This design comes from an exercise in tuning for small area and a short achievable clock period on the open sky130 flow, not from production work. The RTL was checked by simulation tests, not by an equivalence proof against the original design. Power is estimated from default activity; no workload was simulated.

Setup of amber:
Design output_conversion, start of the top module:
module output_conversion (
    input  wire        clk,
    input  wire        reset_n,
    input  wire signed [15:0] sample_L,
    input  wire               valid_L,
    input  wire signed [15:0] sample_R,
    input  wire               valid_R,
    input  wire [7:0]  volume,
    input  wire        mute,
    output wire signed [15:0] out_L,
    output wire signed [15:0] out_R,
    output reg               valid_out
);
Settings: LEC_CHECK=0, ABC_AREA=1, CAP_MARGIN=20, CORE_MARGIN=2, CORE_UTILIZATION=40, SETUP_SLACK_MARGIN=4.1, SLEW_MARGIN=20, SYNTH_HIERARCHICAL=1, SYNTH_MINIMUM_KEEP_SIZE=300; clock period 8.0 ns.
run.sh (not shown) runs the stock make flow with config.mk's settings and CLKGATE_MAP_FILE= SYNTH_SCRIPT=/design/flow/synth_recipe.tcl, a recipe that flattens the netlist after the stock synthesis.
diff inputs: amber => tundra
Settings: CTS_BUF_LIST: unset -> sky130_fd_sc_hd__clkbuf_8; ABC_AREA: 1 -> unset.
==> comparison <==
Every stage of the flow completed for tundra, and the final layout passed the timing, design-rule and antenna checks. Changes observed in tundra relative to amber: global-route usage over all layers fell by 2.4 points, met2 track demand over resource fell by 5.6 points. Across both runs, clock share of power was lower for tundra than for amber. Last element of the critical path: out_R[15] -> amber, out_L[15] -> tundra. amber → tundra: number of antenna violations at the first check in global routing higher, clock-buffer cell count higher.
For fjord, these inputs were changed with respect to tundra:
Settings: CTS_BUF_LIST no longer set, was sky130_fd_sc_hd__clkbuf_8.
==> comparison <==
- A capturing instance or port of the critical path of out_L[15] is what tundra shows, while out_R[13] belongs to fjord.
- First-pass GRT wire length delta (fjord -> tundra): insignificant
- Against tundra as the reference, fjord delivers a lower sequential share of layout area.
- tundra ended up with dfxtp_4 as its worst-path cell with the longest stage delay; fjord ended up with dfxtp_2.
- Taking tundra as the reference point, the highest cell delay on the worst timing path of fjord falls by 30 ps.
- Looking at combinational group share of total power, fjord sits below tundra.
- Going from tundra to fjord, met3 usage in global routing decreased by 0.16 points relative to the old numbers, slack of the critical path now larger, post-route minimum period fell 140 ps.
Here is what was changed in the inputs of juniper compared with fjord.
Settings: CORE_UTILIZATION changed from 40 to 55.
==> comparison <==
- Where total power is concerned, fjord is outperformed by juniper.
- Number of maximum-capacitance violations came out exactly the same in juniper and fjord.
- Diff fjord -> juniper: count of pins on the block boundary held; share of the core filled with cells in the final layout went up 16 points; number of nets in the layout held.
For maple, these inputs were changed with respect to juniper:
Settings: CORE_UTILIZATION now 40, was 55; SYNTH_MINIMUM_KEEP_SIZE now 1000, was 300; CTS_CLUSTER_SIZE now 30, previously not set; CTS_CLUSTER_DIAMETER now 100, previously not set.
==> notes.md <==
- For sum of internal, switching and leakage power, dividing the value from maple by the value from juniper gives 0.929.
- Unique cell type count in the Yosys netlist, maple vs juniper: down by more than 10%
- maple vs juniper, total length of routed met3 wires went down by 15%.
- Changes observed in maple relative to juniper: worst setup slack fell 17 ps; cell count now larger; number of cells upsized or downsized after cts rose by 35; global-route usage over all layers now sits lower.
- Higher proportion of power drawn by combinational gates among juniper and maple: maple
- Diff juniper -> maple | number of CTS-inserted buffers | decrease of about 54%
- maple: count of plain and timing-repair buffers 13 above juniper
- Between maple and juniper, it is maple whose instance count on the critical path is higher, by 8.
> inputs changed (maple -> nickel)
Settings: clearing CTS_CLUSTER_DIAMETER, which used to be 100; clearing CTS_CLUSTER_SIZE, which used to be 30; swapping 1000 for 300 in SYNTH_MINIMUM_KEEP_SIZE; swapping 4.1 for 4.3 in SETUP_SLACK_MARGIN.
--- outcome ---
The final layout from nickel, which completed every stage, passed the timing, design-rule and antenna checks at the end of the flow. Compared with maple, nickel shows first-iteration DRC count that has gone up by a little under 10%. In the tables for maple and nickel, fraction of the mapped netlist area in compound gates reads higher with nickel. nickel against maple: combinational power share shows a reduction of 1.4 points; sequential share of layout area shows a reduction of 1.4 points.


main:
Starting RTL as in the previous note.
==> flow/config.mk <==
export PLATFORM = sky130hd
export DESIGN_NAME = output_conversion
export DESIGN_NICKNAME = output_conversion
export VERILOG_FILES = /design/flow/design.v
export SDC_FILE = /design/flow/constraint.sdc
export NUM_CORES = 4
export LEC_CHECK = 0
export ABC_AREA = 1
export CAP_MARGIN = 20
export CORE_MARGIN = 2
export CORE_UTILIZATION = 40
export SETUP_SLACK_MARGIN = 4.1
export SLEW_MARGIN = 20
export SYNTH_HIERARCHICAL = 1
export SYNTH_MINIMUM_KEEP_SIZE = 1000
==> flow/constraint.sdc <==
create_clock -name core_clock -period 8.0 [get_ports {clk}]
set_input_delay 1.6000 -clock core_clock [delete_from_list [all_inputs] [get_ports {clk}]]
set_output_delay 1.6000 -clock core_clock [all_outputs]
set_load 0.01 [all_outputs]
Modified inputs, the feature branch compared to main
--- a/flow/config.mk
+++ b/flow/config.mk
@@ -8 +7,0 @@
-export ABC_AREA = 1
Results
Having completed the whole flow, the feature branch delivered a layout that passed the timing, design-rule and antenna checks.
Total met2 wirelength after detailed routing: the feature branch < main
Comparing main with the feature branch, the x dimension of the die came out essentially unchanged.
Vias: the feature branch fewer than main
Comparing the two runs side by side, the feature branch comes out behind main on peak supply drop.

## afterwards: timing with drivers on the ports
The results above use ideal ports. As a check the final layouts listed here were re-extracted and re-timed, cells and wires unchanged. Step 1 assumes that a clkbuf_16 drives the clock port and a buf_2 every other input. Step 2 also shifts input and output timing later by t, the mid clock arrival at the registers, as if the neighbouring blocks saw the same clock. Three values: no drivers, after step 1, after step 2; two values: the first two.
| run | t (ns) | setup WS [ns] | latest minus earliest clock arrival (ns) | worst register clock-pin slew, ns | worst slew at a driven data input, ns |
|---|---|---|---|---|---|
| amber | 0.764 | 4.191 / 4.113 / 3.508 | 0.053 / 0.052 | 0.07 / 0.07 | 0.09 |
| tundra | 0.894 | 3.954 / 3.884 / 3.308 | 0.093 / 0.092 | 0.07 / 0.07 | 0.05 |
| fjord | 0.744 | 4.090 / 4.014 / 3.464 | 0.073 / 0.072 | 0.07 / 0.07 | 0.07 |
| juniper | 0.733 | 3.984 / 3.907 / 3.459 | 0.039 / 0.038 | 0.08 / 0.08 | 0.07 |
| maple | 0.705 | 3.967 / 3.967 / 3.385 | 0.046 / 0.046 | 0.11 / 0.11 | 0.11 |
| nickel | 0.748 | 4.079 / 3.996 / 3.489 | 0.041 / 0.041 | 0.07 / 0.07 | 0.19 |
| main | 0.748 | 4.115 / 4.070 / 3.403 | 0.048 / 0.048 | 0.07 / 0.07 | 0.09 |
| the feature branch | 0.742 | 4.061 / 4.020 / 3.339 | 0.035 / 0.035 | 0.07 / 0.07 | 0.08 |
After both steps setup and hold are still met in every run listed. The setup slack of the feature branch, which loses most, moves by -0.041 ns with the drivers and by -0.722 ns with both steps.
